This is an optimization exercise on Yosys and OpenROAD, whose aim is small area, a short achievable clock period and few clock cycles per item, not a production implementation.
The RTL was checked by simulation tests, not by an equivalence proof against the original design.

==> module R_CORDIC_Unit, before the edit <==
module R_CORDIC_Unit (
    input signed [31:0]      i_data_1,
    input signed [31:0]      i_data_2,
    input signed [31:0]      angle,
    input                    en,
    input                    rst,
    input                    clk,
    output signed [31:0]     o_data_1,
    output signed [31:0]     o_data_2,
    output                   done_flag
);
    reg        busy, done;
    reg  [4:0] cnt;
    reg signed [31:0] bx, by, ba;
    reg               bc;
    reg        [3:0]  sxl, sxh;    
    reg        [3:0]  syl, syh;    
    reg        [14:0] oh;          
    reg               fin;     
    reg               hold;    
    reg               sgx;     
    reg               sgy_n;   
    reg               sga_n;   
    wire m1 = cnt == 5'd15;
    wire m2 = cnt == 5'd16;
    wire m3 = cnt == 5'd17;
    wire [4:0]  cnt_n = en ? 5'd0 : busy ? cnt + 5'd1 : cnt;
    wire        fin_n  = !en && busy && (m1 || m2);
    wire        hold_n = !en && busy && m2;
    wire [31:0] t;
    LUT lut (.step(oh), .value(t));
    wire cinx = sgx | (fin & bc);
    wire [31:0] sx, sy;
    rsh rsh_x (.d(bx), .lo(sxl), .hi(sxh), .q(sx));
    rsh rsh_y (.d(by), .lo(syl), .hi(syh), .q(sy));
    wire [31:0] nx, ny, na;
    add_sk add_x (.a(bx), .b(sy ^ {32{sgx}}),   .cin(cinx),  .s(nx));
    add_sk add_y (.a(by), .b(sx ^ {32{sgy_n}}), .cin(sgy_n), .s(ny));
    add_sk add_a (.a(ba), .b(t  ^ {32{sga_n}}), .cin(sga_n), .s(na));
    wire [31:0] ks, kc;
    wire        kci;
    R_CORDIC gain (.x(ba), .s(ks), .c(kc), .cin(kci));
    wire [31:0] ba_n = en ? angle : m1 ? by : (m2 || cnt == 5'd14) ? nx : na;
    wire        sg_n = en ? angle[31] : na[31];
    always @(posedge clk or posedge rst) begin
        if (rst) begin
            busy <= 1'b0;
            done <= 1'b0;
            cnt  <= 5'd0;
        end else begin
            done <= busy && m3;
            cnt  <= cnt_n;
            if (en)
                busy <= 1'b1;
            else if (m3)
                busy <= 1'b0;
        end
    end
    always @(posedge clk) begin
        bc    <= kci;
        fin   <= fin_n;
        hold  <= hold_n;
        sxl   <= 4'd1 << cnt_n[1:0];
        sxh   <= 4'd1 << cnt_n[3:2];
        syl   <= fin_n ? 4'd1 : 4'd1 << cnt_n[1:0];
        syh   <= fin_n ? 4'd1 : 4'd1 << cnt_n[3:2];
        oh    <= en ? 15'd1 : oh << 1;
        sgx   <= sg_n & ~fin_n;
        sgy_n <= ~sg_n;
        sga_n <= ~(sg_n | hold_n);
        ba    <= ba_n;
        if (en) begin
            bx <= i_data_1;
            by <= i_data_2;
        end else if (m1 | m2) begin
            bx <= ks;
            by <= kc;
        end else begin
            bx <= nx;
            by <= ny;
        end
    end
    assign o_data_1  = ba;
    assign o_data_2  = bx;
    assign done_flag = done;
endmodule
Settings: LEC_CHECK=0, CAP_MARGIN=20, CORE_MARGIN=2, CORE_UTILIZATION=60, PLACE_DENSITY=0.7, SLEW_MARGIN=20; clock period 10.0 ns.
standard.sh (not shown) runs the stock make flow with config.mk's settings and CLKGATE_MAP_FILE= SYNTH_SCRIPT=/design/flow/synth_recipe.tcl, a recipe that flattens the netlist after the stock synthesis.
==> flow/flow/run.sh <==
#!/bin/bash
set -euo pipefail
export BUFFER_PORTS_ARGS="-buffer_cell sky130_fd_sc_hd__buf_1"
export SETUP_SLACK_MARGIN=5.75
bash standard.sh > standard.log 2>&1
Testbench counts at the start, summed over its fixed seeds: cycles 9,736, items 512.
Next try:
--- a/flow/design.v
+++ b/flow/design.v
@@ -738,67 +738,71 @@
     input                    clk,
     output signed [31:0]     o_data_1,
     output signed [31:0]     o_data_2,
     output                   done_flag
 );
     reg        busy, done;
-    reg  [4:0] cnt;
     reg signed [31:0] bx, by, ba;
     reg               bc;
     reg        [3:0]  sxl, sxh;    
     reg        [3:0]  syl, syh;    
-    reg        [14:0] oh;          
+    reg        [17:0] oh;          
     reg               fin;     
     reg               hold;    
     reg               sgx;     
     reg               sgy_n;   
     reg               sga_n;   
-    wire m1 = cnt == 5'd15;
-    wire m2 = cnt == 5'd16;
-    wire m3 = cnt == 5'd17;
-    wire [4:0]  cnt_n = en ? 5'd0 : busy ? cnt + 5'd1 : cnt;
+    wire m1 = oh[15];
+    wire m2 = oh[16];
+    wire m3 = oh[17];
     wire        fin_n  = !en && busy && (m1 || m2);
     wire        hold_n = !en && busy && m2;
+    wire [3:0]  nl = en ? 4'd1 : {oh[2] | oh[6] | oh[10],
+                                  oh[1] | oh[5] | oh[9]  | oh[13],
+                                  oh[0] | oh[4] | oh[8]  | oh[12],
+                                  oh[3] | oh[7] | oh[11]};
+    wire [3:0]  nh = en ? 4'd1 : {oh[11] | oh[12] | oh[13],
+                                  oh[7]  | oh[8]  | oh[9]  | oh[10],
+                                  oh[3]  | oh[4]  | oh[5]  | oh[6],
+                                  oh[0]  | oh[1]  | oh[2]};
     wire [31:0] t;
-    LUT lut (.step(oh), .value(t));
+    LUT lut (.step(oh[14:0]), .value(t));
     wire cinx = sgx | (fin & bc);
     wire [31:0] sx, sy;
     rsh rsh_x (.d(bx), .lo(sxl), .hi(sxh), .q(sx));
     rsh rsh_y (.d(by), .lo(syl), .hi(syh), .q(sy));
     wire [31:0] nx, ny, na;
     add_sk add_x (.a(bx), .b(sy ^ {32{sgx}}),   .cin(cinx),  .s(nx));
     add_sk add_y (.a(by), .b(sx ^ {32{sgy_n}}), .cin(sgy_n), .s(ny));
     add_sk add_a (.a(ba), .b(t  ^ {32{sga_n}}), .cin(sga_n), .s(na));
     wire [31:0] ks, kc;
     wire        kci;
     R_CORDIC gain (.x(ba), .s(ks), .c(kc), .cin(kci));
-    wire [31:0] ba_n = en ? angle : m1 ? by : (m2 || cnt == 5'd14) ? nx : na;
+    wire [31:0] ba_n = en ? angle : m1 ? by : (m2 || oh[14]) ? nx : na;
     wire        sg_n = en ? angle[31] : na[31];
     always @(posedge clk or posedge rst) begin
         if (rst) begin
             busy <= 1'b0;
             done <= 1'b0;
-            cnt  <= 5'd0;
         end else begin
             done <= busy && m3;
-            cnt  <= cnt_n;
             if (en)
                 busy <= 1'b1;
             else if (m3)
                 busy <= 1'b0;
         end
     end
     always @(posedge clk) begin
         bc    <= kci;
         fin   <= fin_n;
         hold  <= hold_n;
-        sxl   <= 4'd1 << cnt_n[1:0];
-        sxh   <= 4'd1 << cnt_n[3:2];
-        syl   <= fin_n ? 4'd1 : 4'd1 << cnt_n[1:0];
-        syh   <= fin_n ? 4'd1 : 4'd1 << cnt_n[3:2];
-        oh    <= en ? 15'd1 : oh << 1;
+        sxl   <= nl;
+        sxh   <= nh;
+        syl   <= fin_n ? 4'd1 : nl;
+        syh   <= fin_n ? 4'd1 : nh;
+        oh    <= en ? 18'd1 : oh << 1;
         sgx   <= sg_n & ~fin_n;
         sgy_n <= ~sg_n;
         sga_n <= ~(sg_n | hold_n);
         ba    <= ba_n;
         if (en) begin
             bx <= i_data_1;
Result:
- The new run finished clean
- die area goes down slightly
- register-to-register slack loses 0.37 ns
- setup slack loses 0.37 ns
- utilization goes down by 0.55 points
- routed wire length goes up by a few percent
- via count goes up slightly
- clock skew goes down by 0.0080 ns
Testbench counts after the change, summed over its fixed seeds: cycles 9,736, items 512.

[what the ideal ports hide]
How much do the figures lean on ideal ports? The routed layouts below were timed once more, with nothing changed but the port constraints. Step 1 assumes that a clkbuf_16 drives the clock port and a buf_2 every other input. Step 2 also shifts input and output timing later by t, the mid clock arrival at the registers, as if the neighbouring blocks saw the same clock. a / b / c = ideal ports / drivers / drivers and shift; a / b = the first two.
run	shift t [ns]	slack for setup (ns)	worst setup path after step 2	worst register clock-pin slew, ns	pins driven straight from the clock port
the first run	0.504	5.830 / 5.830 / 5.830	register to register	0.08 / 0.08	1
the second run	0.518	5.464 / 5.464 / 5.464	register to register	0.07 / 0.07	1
After both steps every run listed still meets setup and hold.
